Background: an optimization exercise with open tools, aiming at small area. Do not read the settings as production practice. At most, simulation tests tie the RTL to the original design; equivalence was not proved. No functional check of the RTL was part of run 2. Power and IR drop assume default switching activity.

## flow/config.mk

```make
export PLATFORM = sky130hd
export DESIGN_NAME = SYS_CORE
export DESIGN_NICKNAME = SYS_CORE
export VERILOG_FILES = /design/flow/design.v
export SDC_FILE = /design/flow/constraint.sdc
export NUM_CORES = 4
export LEC_CHECK = 0
export CAP_MARGIN = 20
export CORE_MARGIN = 2
export CORE_UTILIZATION = 40
export SLEW_MARGIN = 20
```

## flow/constraint.sdc

```tcl
create_clock -name core_clock -period 30.0 [get_ports {i_clk}]
set_input_delay 6.0000 -clock core_clock [delete_from_list [all_inputs] [get_ports {i_clk}]]
set_output_delay 6.0000 -clock core_clock [all_outputs]
set_load 0.01 [all_outputs]
```

## flow/design.v

```verilog
module SYS_CTRL (
    input  wire       CLK,
    input  wire       RST,
    input  wire [7:0] RX_P_Data,
    input  wire       RX_D_VLD,
    input  wire       FIFO_FULL,
    input  wire [7:0] RdData,
    input  wire [7:0] ALU_LO,
    input  wire [7:0] ALU_HI,
    output reg  [3:0] Addr,        
    output wire [7:0] WrEn,
    output wire       Clear,
    output wire       Step,
    output wire [2:0] Cnt,
    output wire [7:0] TX_P_Data,
    output wire       TX_D_VLD);
  localparam S_IDLE = 5'b00000,
             S_WA   = 5'b00001,    
             S_WD   = 5'b00010,    
             S_RA   = 5'b00011,    
             S_RO   = 5'b00100,    
             S_CA   = 5'b00101,    
             S_CB   = 5'b00110,    
             S_CF   = 5'b00111,    
             S_O1   = 5'b01000,    
             S_O2   = 5'b01001;    
  reg [4:0] st, nx;
  always @(*) begin
    nx = st;
    case (st)
      S_IDLE: if (RX_D_VLD)
                case (RX_P_Data)
                  8'hAA: nx = S_WA;
                  8'hBB: nx = S_RA;
                  8'hCC: nx = S_CA;
                  8'hDD: nx = S_CF;
                  default: nx = S_IDLE;
                endcase
      S_WA:   if (RX_D_VLD) nx = S_WD;
      S_WD:   if (RX_D_VLD) nx = S_IDLE;
      S_RA:   if (RX_D_VLD) nx = S_RO;
      S_RO:   if (!FIFO_FULL) nx = S_IDLE;
      S_CA:   if (RX_D_VLD) nx = S_CB;
      S_CB:   if (RX_D_VLD) nx = S_CF;
      S_CF:   if (RX_D_VLD) nx = 5'b11000;
      S_O1:   if (!FIFO_FULL) nx = S_O2;
      S_O2:   if (!FIFO_FULL) nx = S_IDLE;
      default:
        if (st[4:3] == 2'b11) nx = (st[2:0] == 3'd7) ? S_O1 : {2'b11, st[2:0] + 3'd1};
        else nx = S_IDLE;
    endcase
  end
  always @(posedge CLK or negedge RST)
    if (!RST) st <= S_IDLE;
    else      st <= nx;
  wire take_addr = RX_D_VLD & ((st == S_WA) | (st == S_RA) | (st == S_CF));
  always @(posedge CLK)
    if (take_addr) Addr <= RX_P_Data[3:0];
  wire wd = RX_D_VLD & (st == S_WD) & ~Addr[3];
  genvar k;
  generate for (k = 0; k < 8; k = k + 1) begin : g_we
    if (k == 0)      assign WrEn[k] = (wd & (Addr[2:0] == k)) | (RX_D_VLD & (st == S_CA));
    else if (k == 1) assign WrEn[k] = (wd & (Addr[2:0] == k)) | (RX_D_VLD & (st == S_CB));
    else             assign WrEn[k] =  wd & (Addr[2:0] == k);
  end endgenerate
  assign Clear = (st == S_CF);
  assign Step  = (st[4:3] == 2'b11);
  assign Cnt   = st[2:0];
  assign TX_D_VLD  = ~FIFO_FULL & ((st == S_RO) | (st == S_O1) | (st == S_O2));
  assign TX_P_Data = (st == S_RO) ? RdData : (st == S_O1) ? ALU_LO : ALU_HI;
endmodule
module ALU (
    input  wire       CLK,
    input  wire       Clear,      
    input  wire       Step,       
    input  wire [2:0] Cnt,        
    input  wire [3:0] FUN,
    input  wire [7:0] A,
    input  wire [7:0] B,
    output wire [7:0] LO,         
    output wire [7:0] HI);        
  reg [7:0] H, L;
  wire mul  = (FUN == 4'd2);
  wire div  = (FUN == 4'd3);
  wire last = (Cnt == 3'd7);
  wire subt = div | FUN[3] | (FUN[1:0] == 2'd1);      
  wire a    = A[mul ? Cnt : ~Cnt];
  wire [8:0] X = mul ? {1'b0, H} : {H, a};
  wire       useB = mul ? a : (div | last);
  wire [8:0] Yb = {1'b0, B & {8{useB}}};
  wire       sb = subt & (div | last);
  wire [8:0] s = X + (Yb ^ {9{sb}}) + {8'd0, sb};
  always @(posedge CLK) begin
    if (Clear)
      H <= 8'h00;
    else if (Step) begin
      if (mul) begin
        H <= s[8:1];
        L <= {s[0], L[7:1]};
      end else begin
        H <= (div & s[8]) ? X[7:0] : s[7:0];
        L <= {L[6:0], ~s[8]};
      end
    end
  end
  wire bz = (B == 8'd0);
  wire c  = ~L[0];           
  wire eq = (H == 8'd0);
  reg [7:0] lo, hi;
  always @(*) begin
    lo = 8'h00; hi = 8'h00;
    case (FUN)
      4'd0:  begin lo = H; hi = {7'd0, c}; end
      4'd1:  begin lo = H; hi = {8{c}}; end
      4'd2:  begin lo = L; hi = H; end
      4'd3:  begin lo = bz ? 8'h00 : L; end
      4'd4:  lo = A & B;
      4'd5:  lo = A | B;
      4'd6:  begin lo = ~(A & B); hi = 8'hFF; end
      4'd7:  begin lo = ~(A | B); hi = 8'hFF; end
      4'd8:  lo = 8'h00;
      4'd9:  lo = {7'd0, eq};
      4'd10: lo = {6'd0, ~c & ~eq, 1'b0};
      4'd11: lo = {6'd0, c, c};
      4'd12: lo = {1'b0, A[7:1]};
      4'd13: begin lo = {A[6:0], 1'b0}; hi = {7'd0, A[7]}; end
      4'd14: lo = {1'b0, B[7:1]};
      4'd15: begin lo = {B[6:0], 1'b0}; hi = {7'd0, B[7]}; end
    endcase
  end
  assign LO = lo;
  assign HI = hi;
endmodule
module RegFile (
    input  wire       CLK,
    input  wire       RST,
    input  wire [7:0] WrEn,       
    input  wire [7:0] WrData,
    input  wire [3:0] Address,    
    output wire [7:0] REG0,
    output wire [7:0] REG1,
    output wire [7:0] REG2,
    output wire [7:0] REG3,
    output wire [7:0] RdData);
  reg [7:0] MEM [0:7];
  integer i;
  always @(posedge CLK or negedge RST)
    if (!RST) begin
      for (i = 0; i < 8; i = i + 1) MEM[i] <= 8'h00;
      MEM[2] <= 8'h81;
      MEM[3] <= 8'h20;
    end else begin
      for (i = 0; i < 8; i = i + 1)
        if (WrEn[i]) MEM[i] <= WrData;
    end
  assign REG0 = MEM[0];
  assign REG1 = MEM[1];
  assign REG2 = MEM[2];
  assign REG3 = MEM[3];
  assign RdData = Address[3] ? 8'h00 : MEM[Address[2:0]];
endmodule
module SYS_CORE (
    input  wire       i_clk,
    input  wire       i_rst_n,
    input  wire [7:0] i_rx_data,
    input  wire       i_rx_valid,
    input  wire       i_fifo_full,
    output wire [7:0] o_tx_data,
    output wire       o_tx_valid,
    output wire [7:0] o_uart_cfg,
    output wire [7:0] o_div_ratio,
    output wire [5:0] o_rx_div);
  wire [3:0] addr;
  wire [7:0] wren, rd, reg0, reg1, lo, hi;
  wire       clear, step;
  wire [2:0] cnt;
  SYS_CTRL U0_SYS_CTRL (
    .CLK(i_clk), .RST(i_rst_n), .RX_P_Data(i_rx_data), .RX_D_VLD(i_rx_valid),
    .FIFO_FULL(i_fifo_full), .RdData(rd), .ALU_LO(lo), .ALU_HI(hi),
    .Addr(addr), .WrEn(wren), .Clear(clear), .Step(step), .Cnt(cnt),
    .TX_P_Data(o_tx_data), .TX_D_VLD(o_tx_valid));
  ALU U0_ALU (
    .CLK(i_clk), .Clear(clear), .Step(step), .Cnt(cnt), .FUN(addr),
    .A(reg0), .B(reg1), .LO(lo), .HI(hi));
  RegFile U0_RegFile (
    .CLK(i_clk), .RST(i_rst_n), .WrEn(wren), .WrData(i_rx_data), .Address(addr),
    .REG0(reg0), .REG1(reg1), .REG2(o_uart_cfg), .REG3(o_div_ratio), .RdData(rd));
  wire [5:0] pre = o_uart_cfg[7:2];
  assign o_rx_div = (pre == 6'd8) ? 6'd4 : (pre == 6'd16) ? 6'd2 : 6'd1;
endmodule
```

## flow/run.sh

```bash
#!/bin/bash
# synth_recipe.tcl (not shown) runs the flow's synth.tcl, then flattens the netlist and writes it again
# the make line also repeats each setting of config.mk as NAME=value (left out here)
make -C /OpenROAD-flow-scripts/flow DESIGN_CONFIG=/design/flow/config.mk WORK_HOME=/design/flow/orfs CLKGATE_MAP_FILE= SYNTH_SCRIPT=/design/flow/synth_recipe.tcl finish
```

==> flow_summary.toml, run 1 <==
[sta]
setup_viol = 0
rsz0062_at_grt = "no"
tightestPinTransition_ns = 1.07
drv_slew = 0
setup_tns_ns = 0
hold_violations = 0
period_minus_slack_ns = 13.13
slew_headroom_pct = 27.9
period_share_pct = 43.8
clock.fmax_mhz = 76.1
fin_skew_ns = 0.00679
holdWs_ns = 0.504

[final_layout]
final_cell_mix = "nand2_1 (101), mux2_2 (71), dfrtp_1 (66)"
drive_gt1_share_pct = 16.7
syn2layout_area_growth_pct = 12.1
final_common_cell = "nand2_1"
diodes = 0
fin_cells = 911
nets = 720

[clock_network]
root_buffer = "clkbuf_16"
clk-insertion-delay-late_ns = 0.35
postCtsSetupBuffers = 0
cts_buffer_depth = 2
hold_buffers = 0
cts_tree = "yes"
path_clk_slew_ns = 0.06
cts_buffers = 9
cts.sinks = 89
ctsResizeCount = 0
h-tree-depth = 3

[routing]
drt-pass1-iter-count = 7
drt-total-wl_mm = 18.8
vias = 5548
drc = 0
wire_per_inst_um = 20.7
drtIter0Drc = 599
ant_nets = 0
routed_via_density = 6.09

[die]
dieArea_um2 = 16700
ios = 43
die_w_um = 129
std_cell_rows = 45
initial_core_util_pct = 41.2
dieHeight_um = 129
fp.coreArea_um2 = 15300

[power]
pwr_density_cell_nw_per_um2 = 84.4
leakage_nw = 2.87
total_power_mw = 0.594
peakVddDrop_uv = 44.1

[global_routing]
grt_max_degree = 70
antenna_found_initial = 0
grt_pass1_wl_mm = 29.9
grt_overflow = 0
grt_usage_pct = 23.3
grt_pass1_vias = 5209

[synth]
async_reset_ff_share_pct = 77.5
synth_top_area_cell = "dfrtp_1"
yosysUniqueCellTypes = 75
synth_xor_area_share_pct = 2.65
muxShareOfSynthArea_pct = 18.1
synth_cells = 698
ys_seq_area_share_pct = 35.8
ys_warn_count = 4
synth_compound_area_share_pct = 20.2
synth_area_um2 = 6290
yosys-top-cells-area = "dfrtp_1 (26%), mux2_2 (13%), nand2_1 (6.0%)"
ys.flop_type = "dfrtp_1"
synth-seq-cells = 89
synthAdderAreaFrac_pct = 3.03
synth.avg_cell_area_um2 = 9.01
synth-edff-count = 12
synthSimpleGateAreaFrac_pct = 15.5
synth.top_cell.area_share_pct = 26.3
synth_top_family_by_area = "compound AO/OA/AOI/OAI gates"

[setup_path]
crit_type = "in -> out"
start_kind = "primary input"
cp_data_arrival_time_ns = 7.13
cpMaxStageDelayCell = "clkdlybuf4s50_1"
worstSetupEndpointType = "output pin"
slowest_delay_ns = 0.56
cp_max_fo = 2
crit_path_cell_trace = "clkdlybuf4s50_1 > nor3_1 > clkdlybuf4s50_1"
crit_family = "buffers and inverters"
worstPathRequired_ns = 24.00
cpMostUsedCell = "clkdlybuf4s50_1"
critPathBufInv = 2

[flow_run]
cap_violations = 0

[placement]
place_hpwl_mm = 13.0
placedCellCount = 895
portBuffers = 39
gp_congestion = 0.918

[worst_hold_path]
hp-class = "reg -> reg"

[outcome]
status = "no timing/DRC/antenna violations"
==> worst reg2reg max path, stage by stage (launching register included) <==
cell and delay, ns:
edfxtp_1 0.36, buf_4 0.33, or4b_4 0.80, mux4_2 0.51, o21ai_2 0.18, o21a_1 0.27, nand2_1 0.11, xor2_1 0.18
fa_1 0.45, a21o_1 0.21, a221oi_1 0.37, o21ai_0 0.19, xor2_1 0.70, nand2_1 0.31, o311ai_0 0.42, a31oi_1 0.08
==> logic make-up after synthesis <==
family / Yosys count
AOI/OAI and AO/OA: 196
other: 1
xor gates and xnor gates: 19
adders and majority gates: 15
and+or+nand+nor: 211
muxes: 97
DFF: 89
buffers and inverters: 70
==> final cells by class <==
class / count / area, um^2
tap: 211 / 264
fill: 1491 / 8210
clock buffer: 12 / 268
timing repair buffer: 46 / 438
clock inverter: 4 / 32.5
inverter: 8 / 30.0
multi-input combinational: 541 / 3760
sequential: 89 / 2250
==> where the power goes <==
| group | switching [mW] | internal [mW] | total, mW | leakage [nW] |
|---|---|---|---|---|
| Sequential | 0.0585 | 0.159 | 0.217 | 1.07 |
| Combinational | 0.139 | 0.125 | 0.264 | 1.66 |
| Clock | 0.0494 | 0.0639 | 0.113 | 0.141 |
==> through the flow <==
stage                     utilization (%)  area [um^2]  setup slack [ns]
after CTS                            46.1         7040             16.86
final                                46.2         7050             16.87
after global routing                 46.2         7050             16.81
after global placement               44.2         6740             16.85
after detailed placement             44.2         6740             16.86
after floorplan                         -         6290             17.71
==> final timing paths <==
path                                      start                   end  slack [ns]  cells after the start
hold reg to reg            U0_RegFile.MEM[7][4]  U0_RegFile.MEM[7][4]        0.50                      1
max in group asynchronous               i_rst_n  U0_RegFile.MEM[1][5]       23.58                      2
hold / removal             U0_RegFile.MEM[7][4]  U0_RegFile.MEM[7][4]        0.50                      1
min in group asynchronous               i_rst_n  U0_RegFile.MEM[3][7]        5.85                      2
setup / recovery                    i_fifo_full            o_tx_valid       16.87                      3
setup reg to reg            U0_SYS_CTRL.Addr[0]           U0_ALU.H[5]       24.41                     15
==> synth_stat cells (8+ instances only) <==
library cell	instances
xor2_1	14
inv_1	8
o22ai_1	15
nand2_1	101
a21oi_1	62
dfrtp_1	66
o21ai_0	38
a211oi_1	10
mux2_2	71
nor3_1	13
mux2i_1	20
a221oi_1	8
ha_1	12
dfxtp_1	8
nor2_1	39
buf_1	8
nand3_1	15
edfxtp_1	12
clkbuf_1	44
nor2b_1	11
==> state kept, by name, indices dropped and copies added, names as in the netlist <==
name,count
U0_ALU.H,8
U0_ALU.L,8
U0_RegFile.MEM,64
U0_SYS_CTRL.Addr,4
U0_SYS_CTRL.st,5
==> routing by layer <==
layer	vias up	part of all wire, %	track usage, %	routed length [um]
li1	2568	-	-	-
met1	2714	45	32.4	8380
met2	230	46	36.5	8720
met3	36	6.2	3.72	1170
met4	0	2.9	9.08	553
met5	-	0	0	0
==> run 2, diff against run 1 <==
--- a/flow/design.v
+++ b/flow/design.v
@@ -79,15 +79,24 @@
     input  wire [7:0] B,
-    output wire [7:0] LO,         
-    output wire [7:0] HI);        
+    output reg  [7:0] LO,         
+    output reg  [7:0] HI);        
   reg [7:0] H, L;
-  wire mul  = (FUN == 4'd2);
-  wire div  = (FUN == 4'd3);
-  wire last = (Cnt == 3'd7);
-  wire subt = div | FUN[3] | (FUN[1:0] == 2'd1);      
-  wire a    = A[mul ? Cnt : ~Cnt];
-  wire [8:0] X = mul ? {1'b0, H} : {H, a};
-  wire       useB = mul ? a : (div | last);
-  wire [8:0] Yb = {1'b0, B & {8{useB}}};
-  wire       sb = subt & (div | last);
-  wire [8:0] s = X + (Yb ^ {9{sb}}) + {8'd0, sb};
+  wire add   = (FUN == 4'd0);
+  wire mul   = (FUN == 4'd2);
+  wire div   = (FUN == 4'd3);
+  wire subt  = (FUN == 4'd1) | (FUN[3:2] == 2'b10);
+  wire lgc   = (FUN[3:2] == 2'b01);
+  wire shift = (FUN[3:2] == 2'b11);
+  wire shl   = shift & FUN[0];
+  wire shr   = shift & ~FUN[0];
+  wire right = ~(div | shr);
+  wire first = (Cnt == 3'd0);
+  wire [2:0] idx = right ? Cnt : ~Cnt;
+  wire       b   = B[idx];
+  wire       a   = (shift & FUN[1]) ? b : A[idx];
+  wire       useB = mul ? a : (add | subt) ? first : div;
+  wire [7:0] Yl   = ((B ^ {8{div}}) & {8{useB}}) | {6'd0, shl & a, 1'b0};
+  wire [8:0] X    = right ? {1'b0, H} : {H, a};
+  wire       f    = FUN[1] ^ (FUN[0] ? (a | b) : (a & b));
+  wire       cin  = div | (add & a) | (subt & ~a) | (lgc & f);
+  wire [8:0] s    = X + {div, Yl} + {8'd0, cin};
   always @(posedge CLK) begin
@@ -96,8 +105,8 @@
     else if (Step) begin
-      if (mul) begin
+      if (right) begin
         H <= s[8:1];
-        L <= {s[0], L[7:1]};
+        L <= {s[0] ^ subt, L[7:1]};
       end else begin
         H <= (div & s[8]) ? X[7:0] : s[7:0];
-        L <= {L[6:0], ~s[8]};
+        L <= {L[6:0], div ? ~s[8] : H[0]};
       end
@@ -106,28 +115,20 @@
   wire bz = (B == 8'd0);
-  wire c  = ~L[0];           
-  wire eq = (H == 8'd0);
-  reg [7:0] lo, hi;
+  wire eq = (L == 8'd0);
+  wire lt = H[0];
   always @(*) begin
-    lo = 8'h00; hi = 8'h00;
     case (FUN)
-      4'd0:  begin lo = H; hi = {7'd0, c}; end
-      4'd1:  begin lo = H; hi = {8{c}}; end
-      4'd2:  begin lo = L; hi = H; end
-      4'd3:  begin lo = bz ? 8'h00 : L; end
-      4'd4:  lo = A & B;
-      4'd5:  lo = A | B;
-      4'd6:  begin lo = ~(A & B); hi = 8'hFF; end
-      4'd7:  begin lo = ~(A | B); hi = 8'hFF; end
-      4'd8:  lo = 8'h00;
-      4'd9:  lo = {7'd0, eq};
-      4'd10: lo = {6'd0, ~c & ~eq, 1'b0};
-      4'd11: lo = {6'd0, c, c};
-      4'd12: lo = {1'b0, A[7:1]};
-      4'd13: begin lo = {A[6:0], 1'b0}; hi = {7'd0, A[7]}; end
-      4'd14: lo = {1'b0, B[7:1]};
-      4'd15: begin lo = {B[6:0], 1'b0}; hi = {7'd0, B[7]}; end
+      4'd3:    LO = bz ? 8'h00 : L;
+      4'd8:    LO = 8'h00;
+      4'd9:    LO = {7'd0, eq};
+      4'd10:   LO = {6'd0, ~lt & ~eq, 1'b0};
+      4'd11:   LO = {6'd0, lt, lt};
+      default: LO = L;
+    endcase
+    case (FUN)
+      4'd0, 4'd2, 4'd13, 4'd15: HI = H;
+      4'd1:        HI = {8{lt}};
+      4'd6, 4'd7:  HI = 8'hFF;
+      default:     HI = 8'h00;
     endcase
   end
-  assign LO = lo;
-  assign HI = hi;
 endmodule
==> flow/flow/run.sh (new file) <==
#!/bin/bash
# Standard ORFS layout with smaller port buffers and clock-tree buffers:
# every input and output port still gets its own buffer (buf_1 instead of
# the flow's default choice), and CTS builds the tree from clkbuf_2 cells
# without dummy loads. The full make output goes to standard.log.
set -euo pipefail
export BUFFER_PORTS_ARGS="-buffer_cell sky130_fd_sc_hd__buf_1"
export CTS_ARGS="-sink_clustering_enable -repair_clock_nets -dont_use_dummy_load -buf_list sky130_fd_sc_hd__clkbuf_8"
bash standard.sh finish > standard.log 2>&1
==> flow/standard.sh (new file) <==
#!/bin/bash
# synth_recipe.tcl (not shown) runs the flow's synth.tcl, then flattens the netlist and writes it again
# the make line also repeats each setting of config.mk as NAME=value (left out here)
make -C /OpenROAD-flow-scripts/flow DESIGN_CONFIG=/design/flow/config.mk WORK_HOME=/design/flow/orfs CLKGATE_MAP_FILE= SYNTH_SCRIPT=/design/flow/synth_recipe.tcl "${@:-finish}"
--- a/flow/config.mk
+++ b/flow/config.mk
@@ -7,2 +7,3 @@
 export LEC_CHECK = 0
+export ABC_AREA = 1
 export CAP_MARGIN = 20
removed: flow/run.sh
==> flow_summary.toml, run 2 <==
[final_layout]
top_register = "U0_RegFile.MEM"
diodes = 0
syn2layout_area_growth_pct = 7.13
final_cell_mix = "nand2_1 (175), o21ai_0 (110), inv_1 (85)"
design_area_um2 = 5890
fin_cells = 934
drive_gt1_share_pct = 5.01
final_common_cell = "nand2_1"
nets = 786
postLayoutCoreUtil_pct = 44.1
top_regs = "U0_RegFile.MEM (64), U0_ALU.H (8), U0_ALU.L (8)"
largest_reg_flops = 64

[setup_path]
crit_path_cell_trace = "buf_1 > inv_1 > nand2_1 > inv_1 > buf_1"
start_kind = "primary input"
cpMaxStageDelayCell = "buf_1"
crit_family = "buffers and inverters"
cp_max_fo = 2
rr_worst_depth = 25
regToRegSetupSlack_ns = 24.36
worstSetupEndpointType = "output pin"
r2r_start = "U0_SYS_CTRL.Addr[2]"
slowest_delay_ns = 0.14
worstPathRequired_ns = 24.00
endpoint = "o_tx_valid"
cp_data_arrival_time_ns = 6.35
critPathBufInv = 4
crit_type = "in -> out"
crit_path_start = "i_fifo_full"
reg2reg_to = "U0_ALU.H[7]"
crit_cells = 5

[sta]
fin_skew_ns = 0.0387
period_minus_slack_ns = 12.35
tightestPinTransition_ns = 0.913
fin_ws_ns = 17.65
rsz0062_at_grt = "no"
hold_violations = 0
setup_tns_ns = 0
drv_slew = 0
period_share_pct = 41.2
setup_viol = 0
clock.fmax_mhz = 80.9
slew_headroom_pct = 39.1

[synth]
synth.avg_cell_area_um2 = 7.54
yosys-top-cells-area = "dfrtp_1 (30%), nand2_1 (12%), o21ai_0 (10%)"
async_reset_ff_share_pct = 77.5
ys.flop_type = "dfrtp_1"
synth.top_cell.area_share_pct = 30.0
synth-seq-cells = 89
synth_area_um2 = 5500
ys_seq_area_share_pct = 41.0
ys_warn_count = 4
synth-edff-count = 12
synth_cells = 729
ys_top_cells_by_count = "nand2_1 (175), o21ai_0 (110), inv_1 (85)"
synth_top_area_cell = "dfrtp_1"
yosysUniqueCellTypes = 46
synth_most_common_cell = "nand2_1"

[die]
initial_core_util_pct = 41.2
fp.coreArea_um2 = 13300
die_w_um = 121
dieHeight_um = 121
dieArea_um2 = 14700
std_cell_rows = 42
ios = 43

[clock_network]
path_clk_slew_ns = 0.06
cts_buffer_depth = 2
h-tree-depth = 3
postCtsSetupBuffers = 0
cts.sinks = 89
hold_buffers = 0
cts_tree = "yes"
root_buffer = "clkbuf_8"
clk-insertion-delay-late_ns = 0.39
cts_buffers = 9
ctsResizeCount = 0

[global_routing]
grt_pass1_wl_mm = 26.4
grt_usage_pct = 23.5
grt_overflow = 0
antenna_found_initial = 0
grt_pass1_vias = 4953
grt_max_degree = 70

[routing]
wire_per_inst_um = 17.7
ant_nets = 0
drt-total-wl_mm = 16.6
drt-pass1-iter-count = 5
routed_via_density = 5.61
drtIter0Drc = 339
drc = 0
vias = 5243

[flow_run]
cap_violations = 0

[worst_hold_path]
min_from = "U0_RegFile.MEM[6][0]"
hp-class = "reg -> reg"

[outcome]
status = "no timing/DRC/antenna violations"

[placement]
place_area_um2 = 5760
dp_slack_ns = 17.64
gp_congestion = 0.994
portBuffers = 39
placedCellCount = 925
place_hpwl_mm = 12.4

[power]
pwr_density_cell_nw_per_um2 = 87.4
leakage_nw = 2.66
peakVddDrop_uv = 33.3
==> run 2: changes by cell type after synthesis, moves of 9 or more <==
cell      previous run  this run
nand2_1            101       175
a22oi_1              5        21
mux2_2              71         0
a21oi_1             62        38
inv_1                8        85
mux2i_1             20         1
nand4_1              4        13
nand3_1             15        34
clkbuf_1            44        14
a211oi_1            10         0
nor2b_1             11         0
o21ai_0             38       110
==> run 2: worst min path at each step <==
stage	end	slack [ns]	cells past startpoint
global placement	U0_RegFile.MEM[4][1]	0.46	2
detailed placement	U0_RegFile.MEM[4][5]	0.47	2
floorplan	U0_RegFile.MEM[4][0]	0.45	2
CTS	U0_RegFile.MEM[4][5]	0.49	2
finish	U0_RegFile.MEM[6][0]	0.49	2
global route	U0_RegFile.MEM[4][4]	0.52	2
==> run 2: metal layers <==
metal  GRT usage, %  wire [um]  part of all wire (%)  vias to the layer above
met1           30.1       7230                    44                     2519
met4           10.7        641                   3.9                        0
met2           38.9       7980                    48                      151
li1               -          -                     -                     2528
met3           3.62        720                   4.3                       45
met5              0          0                     0                        -
==> run 2: power breakdown <==
group | switching [mW] | internal, mW
Clock | 0.0410 | 0.0270
Sequential | 0.0369 | 0.164
Combinational | 0.160 | 0.0855
==> run 2: tightest hold or removal path, stage by stage (launching register included) <==
cell,delay (ns)
dfrtp_1,0.34
nand2_1,0.05
o21ai_0,0.06
==> run 2: layout make-up <==
| class | count | area, um^2 |
|---|---|---|
| clock buffer | 9 | 124 |
| sequential | 89 | 2250 |
| timing repair buffer | 40 | 155 |
| tap | 176 | 220 |
| fill | 1422 | 7460 |
| multi-input combinational | 527 | 2790 |
| inverter | 93 | 349 |
==> run 2: logic make-up after synthesis <==
group	count (synthesis)	share of synthesized area (%)
adders and majority gates	14	3.46
xor gates and xnor gates	11	2.09
and+or+nand+nor	295	23.6
other	1	0.0682
DFF	89	41.0
buffers and inverters	115	8.45
muxes	1	0.182
AOI/OAI and AO/OA	203	21.2
==> run 2: stage by stage <==
step,hold slack (ns),power [mW]
after floorplan,0.448,0.372
after global placement,0.464,0.439
after detailed placement,0.470,0.444
after CTS,0.491,0.512
after global routing,0.515,0.558
final,0.489,0.514
==> run 3, diff against run 2 <==
--- a/flow/design.v
+++ b/flow/design.v
@@ -86,17 +86,19 @@
   wire subt  = (FUN == 4'd1) | (FUN[3:2] == 2'b10);
-  wire lgc   = (FUN[3:2] == 2'b01);
+  wire lgc = (FUN[3:2] == 2'b01);
   wire shift = (FUN[3:2] == 2'b11);
   wire shl   = shift & FUN[0];
-  wire shr   = shift & ~FUN[0];
-  wire right = ~(div | shr);
+  wire right = add | mul | subt;
   wire first = (Cnt == 3'd0);
-  wire [2:0] idx = right ? Cnt : ~Cnt;
+  wire [2:0] cn  = shl ? Cnt + 3'd1 : Cnt;
+  wire [2:0] idx = right ? Cnt : ~cn;
+  wire       a   = A[idx];
   wire       b   = B[idx];
-  wire       a   = (shift & FUN[1]) ? b : A[idx];
+  wire       ae  = (shl & (Cnt == 3'd7)) ? 1'b0 : (shift & FUN[1]) ? b : a;
   wire       useB = mul ? a : (add | subt) ? first : div;
-  wire [7:0] Yl   = ((B ^ {8{div}}) & {8{useB}}) | {6'd0, shl & a, 1'b0};
-  wire [8:0] X    = right ? {1'b0, H} : {H, a};
-  wire       f    = FUN[1] ^ (FUN[0] ? (a | b) : (a & b));
-  wire       cin  = div | (add & a) | (subt & ~a) | (lgc & f);
+  wire [7:0] Yl   = (B ^ {8{div}}) & {8{useB}};
+  wire [8:0] X    = right ? {1'b0, H} : {H, ae};
+  wire       cin  = div | ((add | subt) & (a ^ subt));
   wire [8:0] s    = X + {div, Yl} + {8'd0, cin};
+  wire       f = FUN[1] ^ (FUN[0] ? (a | b) : (a & b));
+  wire       r = div ? ~s[8] : lgc ? f : shl ? ae : H[0];
   always @(posedge CLK) begin
@@ -110,3 +112,3 @@
         H <= (div & s[8]) ? X[7:0] : s[7:0];
-        L <= {L[6:0], div ? ~s[8] : H[0]};
+        L <= {L[6:0], r};
       end
@@ -116,3 +118,3 @@
   wire eq = (L == 8'd0);
-  wire lt = H[0];
+  wire ge = ~H[0];
   always @(*) begin
@@ -122,4 +124,4 @@
       4'd9:    LO = {7'd0, eq};
-      4'd10:   LO = {6'd0, ~lt & ~eq, 1'b0};
-      4'd11:   LO = {6'd0, lt, lt};
+      4'd10:   LO = {6'd0, ge & ~eq, 1'b0};
+      4'd11:   LO = {6'd0, ~ge, ~ge};
       default: LO = L;
@@ -127,5 +129,7 @@
     case (FUN)
-      4'd0, 4'd2, 4'd13, 4'd15: HI = H;
-      4'd1:        HI = {8{lt}};
+      4'd0, 4'd2:  HI = H;
+      4'd1:        HI = {8{H[0]}};
       4'd6, 4'd7:  HI = 8'hFF;
+      4'd13:       HI = {7'd0, A[7]};
+      4'd15:       HI = {7'd0, B[7]};
       default:     HI = 8'h00;
==> flow/run.sh (new file) <==
#!/bin/bash
# synth_recipe.tcl (not shown) runs the flow's synth.tcl, then flattens the netlist and writes it again
# the make line also repeats each setting of config.mk as NAME=value (left out here)
make -C /OpenROAD-flow-scripts/flow DESIGN_CONFIG=/design/flow/config.mk WORK_HOME=/design/flow/orfs CLKGATE_MAP_FILE= SYNTH_SCRIPT=/design/flow/synth_recipe.tcl finish
removed: flow/flow/run.sh
removed: flow/standard.sh
==> flow_summary.toml, run 3 <==
[sta]
fin_ws_ns = 16.91
setup_viol = 0
period_share_pct = 43.6
clock.fmax_mhz = 76.4
hold_violations = 0
drv_slew = 0
fin_skew_ns = 0.00836
slew_headroom_pct = 35.3
rsz0062_at_grt = "no"
setup_tns_ns = 0
tightestPinTransition_ns = 0.966
period_minus_slack_ns = 13.09

[synth]
synth-seq-cells = 89
synth_top_area_cell = "dfrtp_1"
async_reset_ff_share_pct = 77.5
yosys-top-cells-area = "dfrtp_1 (30%), nand2_1 (14%), o21ai_0 (8.6%)"
synth_area_um2 = 5540
synth_cells = 744
synth.avg_cell_area_um2 = 7.44
synth.top_cell.area_share_pct = 29.8
ys_top_cells_by_count = "nand2_1 (205), o21ai_0 (95), inv_1 (86)"
ys_warn_count = 4
ys.flop_type = "dfrtp_1"
yosysUniqueCellTypes = 53
synth_most_common_cell = "nand2_1"
synth-edff-count = 12
ys_seq_area_share_pct = 40.6

[global_routing]
grt_overflow = 0
antenna_found_initial = 0
grt_pass1_wl_mm = 26.9
grt_pass1_vias = 5144
grt_max_degree = 70
grt_usage_pct = 23.6

[outcome]
status = "no timing/DRC/antenna violations"

[clock_network]
cts_buffer_depth = 2
ctsResizeCount = 0
path_clk_slew_ns = 0.06
cts.sinks = 89
h-tree-depth = 3
clk-insertion-delay-late_ns = 0.36
root_buffer = "clkbuf_16"
postCtsSetupBuffers = 0
cts_tree = "yes"
hold_buffers = 0
cts_buffers = 9

[power]
leakage_nw = 2.87
sw_frac_of_total_pct = 42.1
power_frac_seq_pct = 34.9
peakVddDrop_uv = 33.2
clkPwrFrac_pct = 23.2
pwr_density_cell_nw_per_um2 = 77.0
p_int_mw = 0.283
combPwrFrac_pct = 41.9
switchingPower_mw = 0.206

[routing]
routed_via_density = 5.52
drt-total-wl_mm = 16.6
drtIter0Drc = 519
vias = 5275
drc = 0
drt-pass1-iter-count = 7
wire_per_inst_um = 17.4
ant_nets = 0

[die]
ios = 43
std_cell_rows = 42
dieHeight_um = 122
initial_core_util_pct = 41.3
fp.coreArea_um2 = 13400
die_w_um = 122
dieArea_um2 = 14800

[final_layout]
largest_reg_flops = 64
syn2layout_area_growth_pct = 14.6
nets = 800
postLayoutCoreUtil_pct = 47.3
top_regs = "U0_RegFile.MEM (64), U0_ALU.H (8), U0_ALU.L (8)"
drive_gt1_share_pct = 6.68
final_cell_mix = "nand2_1 (205), o21ai_0 (95), inv_1 (86)"
final_common_cell = "nand2_1"
diodes = 0
top_register = "U0_RegFile.MEM"

[setup_path]
worstPathRequired_ns = 24.00
crit_path_start = "i_fifo_full"
crit_type = "in -> out"
start_kind = "primary input"
cp_data_arrival_time_ns = 7.09
cp_max_fo = 2
r2r_start = "U0_SYS_CTRL.Addr[2]"
worstSetupEndpointType = "output pin"

[worst_hold_path]
min_from = "U0_RegFile.MEM[6][5]"
hp-class = "reg -> reg"

[placement]
gp_congestion = 0.873
place_hpwl_mm = 12.5
portBuffers = 39
dp_slack_ns = 16.91

[flow_run]
cap_violations = 0
## run 3: cell types whose count changed after synthesis, moves of 4 or more
cell,delta
nor3_2,+7
nand2_1,+30
nor4_1,+4
nor3_1,-8
o31ai_1,+5
a22oi_1,-17
o2111ai_1,+4
a221oi_1,+6
o21ai_0,-15
nor2_1,+12
## run 3: layer usage
layer  up-vias  part of all wire (%)  track usage (%)
met5         -                     0                0
met4         0                   2.8             9.20
met3        31                   5.2             4.40
met2       183                    48             39.5
met1      2499                    44             30.2
li1       2562                     -                -
## run 3: area by class of cell
class	count	area, um^2
well taps	176	220
clock buffers	9	225
multi-input cells	541	2840
repair buffers	40	393
clock inverters	7	70.1
fillers	1381	7060
flip-flops and latches	89	2250
inverters	93	349
## run 3: power groups by stage
stage / Clock, mW / Sequential [mW] / Combinational (mW)
after floorplan: 0 / 0.167 / 0.141
after global placement: 0 / 0.172 / 0.198
after detailed placement: 0 / 0.172 / 0.202
after CTS: 0.115 / 0.170 / 0.204
after global routing: 0.120 / 0.174 / 0.229
final: 0.113 / 0.170 / 0.205
## run 3: kinds of logic (layout without fill, tap and decap cells)
logic type               count (synthesis)  after routing  synth area share (%)
AND/OR/NAND/NOR                        332            332                  26.6
buffers and inverters                  116            149                  8.29
AO/OA/AOI/OAI                          184            184                  19.7
adder cells (fa/ha/maj)                 14             14                  3.43
flip-flops                              89             89                  40.6
XOR/XNOR                                 8              8                  1.27
other                                    1              3                0.0677
## run 3: critical path, stage by stage
cell,delay [ns]
clkdlybuf4s50_1,0.42
inv_1,0.06
nand2_1,0.04
inv_1,0.05
clkdlybuf4s50_1,0.52
## run 3: stage by stage
stage | cells | hold WS [ns] | cell area, um^2 | total power [mW]
after floorplan | 746 | 0.453 | 5550 | 0.308
after global placement | 939 | 0.466 | 6050 | 0.370
after detailed placement | 939 | 0.473 | 6050 | 0.375
after CTS | 955 | 0.490 | 6340 | 0.489
after global routing | 955 | 0.512 | 6340 | 0.523
final | 955 | 0.489 | 6340 | 0.488
## run 3: worst paths after layout
path | to | slack [ns] | cells after the start
max | o_tx_valid | 16.91 | 5
min | U0_RegFile.MEM[6][5] | 0.49 | 2
max reg2reg | U0_ALU.H[2] | 24.87 | 25
min reg2reg | U0_RegFile.MEM[6][5] | 0.49 | 2
max in group asynchronous | U0_RegFile.MEM[6][6] | 23.57 | 2
min in group asynchronous | U0_RegFile.MEM[4][2] | 5.84 | 2

==> re-timing with driven ports <==
Ports are ideal in the flow. The routed layouts listed here were re-timed in OpenROAD. Step 1 assumes that a clkbuf_16 drives the clock port and a buf_2 every other input. Step 2 times the ports against the registers' clock, not the clock port: input delays grow and output delays shrink by t, the midpoint of the rising clock arrivals with the driver on. Slacks: ideal ports / drivers / drivers and shift; pairs: ideal ports / drivers.
| run | shift t [ns] | setup WS [ns] | worst setup path at the end | latest minus earliest clock arrival (ns) | slew at the worst register clock pin (ns) |
|---|---|---|---|---|---|
| run 1 | 0.392 | 16.866 / 16.841 / 16.841 | input to output | 0.007 / 0.007 | 0.07 / 0.07 |
| run 2 | 0.409 | 17.645 / 17.626 / 17.626 | input to output | 0.039 / 0.039 | 0.11 / 0.11 |
| run 3 | 0.396 | 16.912 / 16.891 / 16.891 | input to output | 0.009 / 0.009 | 0.07 / 0.07 |
After both steps every run listed still meets setup and hold. The setup slack of run 1, which loses most, moves by -0.025 ns with the drivers and by -0.025 ns with both steps.
